What follows belongs to an exercise in optimizing a design on an open flow for small area, a short achievable clock period and few clock cycles per item; a production flow would make more cautious choices. Function was checked by simulation only, so behaviour that the tests miss may differ from the original. No activity file was given, so power comes from the tool's default toggle rates.

v9:
==> flow/design.v (excerpt) <==
module func(
	input clk_i,
	input rst_i,
	input start_i,
	input [7:0] a_i,
	input [7:0] b_i,
	input change_mode,
	output [1:0] busy_o,
	output [15:0] y_o
);
Size: about 55 flip-flops, roughly 5400 µm² of cells after synthesis.
clock: 5.0 ns
lec_check: 0
cap_margin: 20
core_margin: 2
core_utilization: 65
place_density: 0.75
setup_slack_margin: 1.65
slew_margin: 20
synth_hierarchical: 1
synth_minimum_keep_size: 0
run.sh (not shown) runs the stock make flow with config.mk's settings and CLKGATE_MAP_FILE= SYNTH_SCRIPT=/design/flow/synth_recipe.tcl, a recipe that flattens the netlist after the stock synthesis.
v9 reached the end of the flow, and the finished layout is clean on the timing, DRC and antenna checks.
Testbench counts of v9, summed over its fixed seeds: cycles 3,200, items 1,600.
What v40 does differently from v9 at the input level:
Settings: a change of SETUP_SLACK_MARGIN from 1.65 to 1.5.
==> flow/flow/run.sh (new file) <==
#!/bin/bash
# The standard layout (standard.sh), with plain buffers on the ports in
# place of ORFS's delay cells: buf_2 on the outputs (global placement's own
# buffer_ports step), buf_1 on the inputs (added by flow/inbuf.tcl at the start
# of the resize step, after global placement has removed synthesis buffers).
set -euo pipefail
here=$(pwd)
bash standard.sh \
  "BUFFER_PORTS_ARGS=-outputs -buffer_cell sky130_fd_sc_hd__buf_2" \
  "PRE_RESIZE_TCL=$here/flow/inbuf.tcl" \
  finish > "$here/standard_flow.log" 2>&1
==> flow/flow/inbuf.tcl (new file) <==
# a buffer on every input port but the clock, as ORFS's buffer_ports does
buffer_ports -inputs -buffer_cell sky130_fd_sc_hd__buf_1
==> flow/standard.sh (new file) <==
#!/bin/bash
# synth_recipe.tcl (not shown) runs the flow's synth.tcl, then flattens the netlist and writes it again
# the make line also repeats each setting of config.mk as NAME=value (left out here)
make -C /OpenROAD-flow-scripts/flow DESIGN_CONFIG=/design/flow/config.mk WORK_HOME=/design/flow/orfs CLKGATE_MAP_FILE= SYNTH_SCRIPT=/design/flow/synth_recipe.tcl "${@:-finish}"
removed: flow/run.sh
## What came out
Measured against v9, the wire length of the first global-routing pass of v40 comes out at 0.927 times the reference value. The worst hold slack of v40 exceeds that of v9 by 0.017 ns. Looking at net switching power of the design across v40 and v9, the one that comes out lower is v40. On met3 track utilization from global routing, v40 and v9 are basically level. Relative to v9, transition at the pin with the smallest max-transition slack decreased by 0.024 ns in v40. Going from v9 to v40, the depth of the worst register-to-register path was found to have gone down by 1.
The following lists how v33 was set up differently from v40:
Settings: PLACE_DENSITY changed from 0.75 to 0.7; CORE_UTILIZATION changed from 65 to 55.
[summary]
Compared with v40, v33 shows a higher number of core rows.
v33 vs v40, startpoint of the worst setup timing path: a[1]$_DFFE_PP_ vs row1[8]$_DFF_P_
v40 reports its class of the most critical setup path as flop to output port while v33 reports flop to flop.
v33 against v40: area growth from synthesis to layout up 0.25 points; total track usage now smaller; met2 wirelength from detailed routing down 330 µm.
Edits applied to the flow inputs when going from v33 to v53:
Settings: CORE_UTILIZATION: 55 -> 50; PLACE_DENSITY: 0.7 -> 0.65.
--- outcome ---
- Against v33, multi-input gate area in the final layout in v53 rose slightly.
- In the reports for v53 and v33, the larger utilization after layout belongs to v33.
- v53 has met3 global-route usage below what v33 had.
- v53: clock skew is 0.0077 ns higher than what v33 reported.
- v53 vs. v33: wire length of the first global-routing pass has increased, total power consumption of the routed design climbed 0.031 mW.
- As of v53, clock power had risen slightly compared to v33.
- v53: met3 wirelength from detailed routing higher than v33
- In the reports for v53 and v33, the larger wire length belongs to v53.

job 718:
Starting RTL as in the previous note.
export LEC_CHECK = 0
export CAP_MARGIN = 20
export CORE_MARGIN = 2
export CORE_UTILIZATION = 65
export PLACE_DENSITY = 0.75
export SETUP_SLACK_MARGIN = 1.9
export SLEW_MARGIN = 20
export SYNTH_HIERARCHICAL = 1
export SYNTH_MINIMUM_KEEP_SIZE = 0
create_clock -name core_clock -period 5.0 [get_ports {clk_i}]
standard.sh (not shown) runs the stock make flow with config.mk's settings and CLKGATE_MAP_FILE= SYNTH_SCRIPT=/design/flow/synth_recipe.tcl, a recipe that flattens the netlist after the stock synthesis.
==> flow/flow/run.sh <==
#!/bin/bash
# The standard layout (standard.sh), with plain buffers on the ports in
# place of ORFS's delay cells: buf_2 on the outputs (global placement's own
# buffer_ports step), buf_1 on the inputs (added by flow/inbuf.tcl at the start
# of the resize step, after global placement has removed synthesis buffers).
set -euo pipefail
here=$(pwd)
bash standard.sh \
  "BUFFER_PORTS_ARGS=-outputs -buffer_cell sky130_fd_sc_hd__buf_2" \
  "PRE_RESIZE_TCL=$here/flow/inbuf.tcl" \
  finish > "$here/standard_flow.log" 2>&1
==> flow/flow/inbuf.tcl <==
# a buffer on every input port but the clock, as ORFS's buffer_ports does
buffer_ports -inputs -buffer_cell sky130_fd_sc_hd__buf_1
No stage failed in job 718, and the final checks on the layout all came back clean.
Testbench counts of job 718, summed over its fixed seeds: cycles 3,200, items 1,600.
Inputs modified between job 718 and job 5745:
# job 718
export LEC_CHECK = 0
export CAP_MARGIN = 20
export CORE_MARGIN = 2
export CORE_UTILIZATION = 65
export PLACE_DENSITY = 0.75
export SETUP_SLACK_MARGIN = 1.9
export SLEW_MARGIN = 20
export SYNTH_HIERARCHICAL = 1
export SYNTH_MINIMUM_KEEP_SIZE = 0
create_clock -name core_clock -period 5.0 [get_ports {clk_i}]
# job 5745
export LEC_CHECK = 0
export CAP_MARGIN = 20
export CORE_MARGIN = 2
export CORE_UTILIZATION = 65
export PLACE_DENSITY = 0.75
export SETUP_SLACK_MARGIN = 1.5
export SLEW_MARGIN = 20
export SYNTH_HIERARCHICAL = 1
export SYNTH_MINIMUM_KEEP_SIZE = 0
create_clock -name core_clock -period 5.0 [get_ports {clk_i}]
==> flow/flow/run.sh <==
#!/bin/bash
# The standard layout, with plain buffers on the ports: the outputs get
# buf_4 (ORFS would pick a delay cell), the inputs buf_1 (added just before,
# in the global placement step's PRE hook). Everything else is standard.sh.
set -euo pipefail
here=$(pwd)
bash standard.sh \
  "BUFFER_PORTS_ARGS=-outputs -buffer_cell sky130_fd_sc_hd__buf_4" \
  "PRE_GLOBAL_PLACE_TCL=$here/flow/inbuf.tcl" \
  finish > "$here/standard_flow.log" 2>&1
[summary]
Summary of job 5745 over job 718: sequential share of layout area has increased; synthesized area has remained practically unchanged; average wire per standard cell has decreased; layout net count has decreased; maximum clock rate has decreased.
In job 5745 relative to job 718, total wirelength of the detailed-routed design had gone down by more than 10%.
Comparing final core area utilization for job 5745 and job 718, the smaller number came from job 5745.
Diff job 718 -> job 5745 | portion of total power attributed to sequential cells | increase of 3.3 points
The worst setup slack of job 5745 is lower than that of job 718.
[compare] base=job 718 new=job 5745: final clock period utilization by the worst path increased 1.9 points; number of filler cells placed in the layout higher.
Here is what was changed in the inputs of job 8038 compared with job 5745.
# job 5745
export LEC_CHECK = 0
export CAP_MARGIN = 20
export CORE_MARGIN = 2
export CORE_UTILIZATION = 65
export PLACE_DENSITY = 0.75
export SETUP_SLACK_MARGIN = 1.5
export SLEW_MARGIN = 20
export SYNTH_HIERARCHICAL = 1
export SYNTH_MINIMUM_KEEP_SIZE = 0
create_clock -name core_clock -period 5.0 [get_ports {clk_i}]
# job 8038
export LEC_CHECK = 0
export CAP_MARGIN = 20
export CORE_MARGIN = 2
export CORE_UTILIZATION = 65
export PLACE_DENSITY = 0.75
export SETUP_SLACK_MARGIN = 1.8
export SLEW_MARGIN = 20
export SYNTH_HIERARCHICAL = 1
export SYNTH_MINIMUM_KEEP_SIZE = 0
create_clock -name core_clock -period 5.0 [get_ports {clk_i}]
==> flow/run.sh (new file) <==
#!/bin/bash
# synth_recipe.tcl (not shown) runs the flow's synth.tcl, then flattens the netlist and writes it again
# the make line also repeats each setting of config.mk as NAME=value (left out here)
make -C /OpenROAD-flow-scripts/flow DESIGN_CONFIG=/design/flow/config.mk WORK_HOME=/design/flow/orfs CLKGATE_MAP_FILE= SYNTH_SCRIPT=/design/flow/synth_recipe.tcl finish
removed: flow/flow/run.sh
removed: flow/flow/inbuf.tcl
removed: flow/standard.sh
==> summary.txt <==
- Diff job 5745 -> job 8038: wire length rose by 3100 um, proportion of power drawn by the clock network went down by 2.2 points, clock power higher.
Inputs modified between job 8038 and job 8210:
# job 8038
export LEC_CHECK = 0
export CAP_MARGIN = 20
export CORE_MARGIN = 2
export CORE_UTILIZATION = 65
export PLACE_DENSITY = 0.75
export SETUP_SLACK_MARGIN = 1.8
export SLEW_MARGIN = 20
export SYNTH_HIERARCHICAL = 1
export SYNTH_MINIMUM_KEEP_SIZE = 0
create_clock -name core_clock -period 5.0 [get_ports {clk_i}]
# job 8210
export LEC_CHECK = 0
export CAP_MARGIN = 20
export CORE_MARGIN = 2
export CORE_UTILIZATION = 65
export PLACE_DENSITY = 0.75
export SETUP_SLACK_MARGIN = 1.5
export SLEW_MARGIN = 20
export SYNTH_HIERARCHICAL = 1
export SYNTH_MINIMUM_KEEP_SIZE = 0
create_clock -name core_clock -period 5.0 [get_ports {clk_i}]
==> flow/flow/run.sh (new file) <==
#!/bin/bash
# The standard layout (standard.sh), with plain buffers on the ports in
# place of ORFS's delay cells: buf_4 on the outputs (global placement's own
# buffer_ports step), buf_1 on the inputs (added by flow/inbuf.tcl at the start
# of the resize step, after global placement has removed synthesis buffers).
set -euo pipefail
here=$(pwd)
bash standard.sh \
  "BUFFER_PORTS_ARGS=-outputs -buffer_cell sky130_fd_sc_hd__buf_4" \
  "PRE_RESIZE_TCL=$here/flow/inbuf.tcl" \
  finish > "$here/standard_flow.log" 2>&1
==> flow/flow/inbuf.tcl (new file) <==
# a buffer on every input port but the clock, as ORFS's buffer_ports does
buffer_ports -inputs -buffer_cell sky130_fd_sc_hd__buf_1
==> flow/standard.sh (new file) <==
#!/bin/bash
# synth_recipe.tcl (not shown) runs the flow's synth.tcl, then flattens the netlist and writes it again
# the make line also repeats each setting of config.mk as NAME=value (left out here)
make -C /OpenROAD-flow-scripts/flow DESIGN_CONFIG=/design/flow/config.mk WORK_HOME=/design/flow/orfs CLKGATE_MAP_FILE= SYNTH_SCRIPT=/design/flow/synth_recipe.tcl "${@:-finish}"
removed: flow/run.sh
Notes after the runs:
- Having completed the whole flow, job 8038 delivered a layout that passed the timing, DRC and antenna checks.
- Job 8210 completed every stage of the flow, and the final layout passed the timing, DRC and antenna checks.
- Job 8210: net count reported at finish 39 below job 8038
- The estimated power of job 8210 ends up lower than the estimate for job 8038.
- Where total non-filler cell area in the finished layout is concerned, job 8038 is outperformed by job 8210.
- Number of buffer and inverter instances along the worst setup path ended up 2 lower on job 8210 than on job 8038.
- There was hardly any difference in post-synthesis mux area share between job 8038 and job 8210.
Modified inputs, job 2034 compared to job 8210
# job 8210
export LEC_CHECK = 0
export CAP_MARGIN = 20
export CORE_MARGIN = 2
export CORE_UTILIZATION = 65
export PLACE_DENSITY = 0.75
export SETUP_SLACK_MARGIN = 1.5
export SLEW_MARGIN = 20
export SYNTH_HIERARCHICAL = 1
export SYNTH_MINIMUM_KEEP_SIZE = 0
create_clock -name core_clock -period 5.0 [get_ports {clk_i}]
# job 2034
export LEC_CHECK = 0
export CAP_MARGIN = 20
export CORE_MARGIN = 2
export CORE_UTILIZATION = 72
export PLACE_DENSITY = 0.8
export SETUP_SLACK_MARGIN = 1.5
export SLEW_MARGIN = 20
export SYNTH_HIERARCHICAL = 1
export SYNTH_MINIMUM_KEEP_SIZE = 0
create_clock -name core_clock -period 5.0 [get_ports {clk_i}]
-- flow/flow/run.sh --
<<< job 8210, line 3
# place of ORFS's delay cells: buf_4 on the outputs (global placement's own
>>> job 2034, line 3
# place of ORFS's delay cells: buf_2 on the outputs (global placement's own
<<< job 8210, line 9
  "BUFFER_PORTS_ARGS=-outputs -buffer_cell sky130_fd_sc_hd__buf_4" \
>>> job 2034, line 9
  "BUFFER_PORTS_ARGS=-outputs -buffer_cell sky130_fd_sc_hd__buf_2" \
--- outcome ---
In summary, job 2034 completed successfully, with a layout that passed the timing, DRC and antenna checks. As of job 2034, clock network power had risen by more than 10% compared to job 8210. The total length of routed met2 wires in job 2034 sits 0.69% below the value recorded for job 8210. Diff job 8210 -> job 2034: power density over the cells picked up an extra 2.5%; sequential share of layout area neither gained nor lost much; number of clock buffers in the layout picked up an extra 2.

## separate check: timing with driven ports
The flow's constraints put no driver on any port. The routed layouts listed below were extracted and timed again, unchanged, in two steps. Step 1, drivers: a clkbuf_16 drives clk_i and a buf_2 each remaining input, both assumed. Step 2 times the ports against the registers' clock, not the clock port: input delays grow and output delays shrink by t, the midpoint of the rising clock arrivals with the driver on. a / b / c = ideal / step 1 / step 2; a / b = the first two.
| run | shift t [ns] | setup slack, ns | worst setup path after step 2 | worst data-port slew with drivers (ns) |
|---|---|---|---|---|
| v9 | 0.344 | 1.605 / 1.571 / 1.697 | register to register | 0.03 |
| v40 | 0.345 | 1.563 / 1.534 / 1.688 | register to register | 0.03 |
| v33 | 0.341 | 1.607 / 1.607 / 1.607 | register to register | 0.03 |
| v53 | 0.346 | 1.603 / 1.603 / 1.603 | register to register | 0.03 |
| job 718 | 0.357 | 1.760 / 1.730 / 1.815 | register to register | 0.03 |
| job 5745 | 0.341 | 1.663 / 1.634 / 1.720 | register to register | 0.14 |
| job 8038 | 0.349 | 1.677 / 1.641 / 1.717 | register to register | 0.04 |
| job 8210 | 0.340 | 1.601 / 1.569 / 1.608 | register to register | 0.03 |
| job 2034 | 0.333 | 1.605 / 1.572 / 1.633 | register to register | 0.03 |
After both steps every run listed still meets setup and hold.
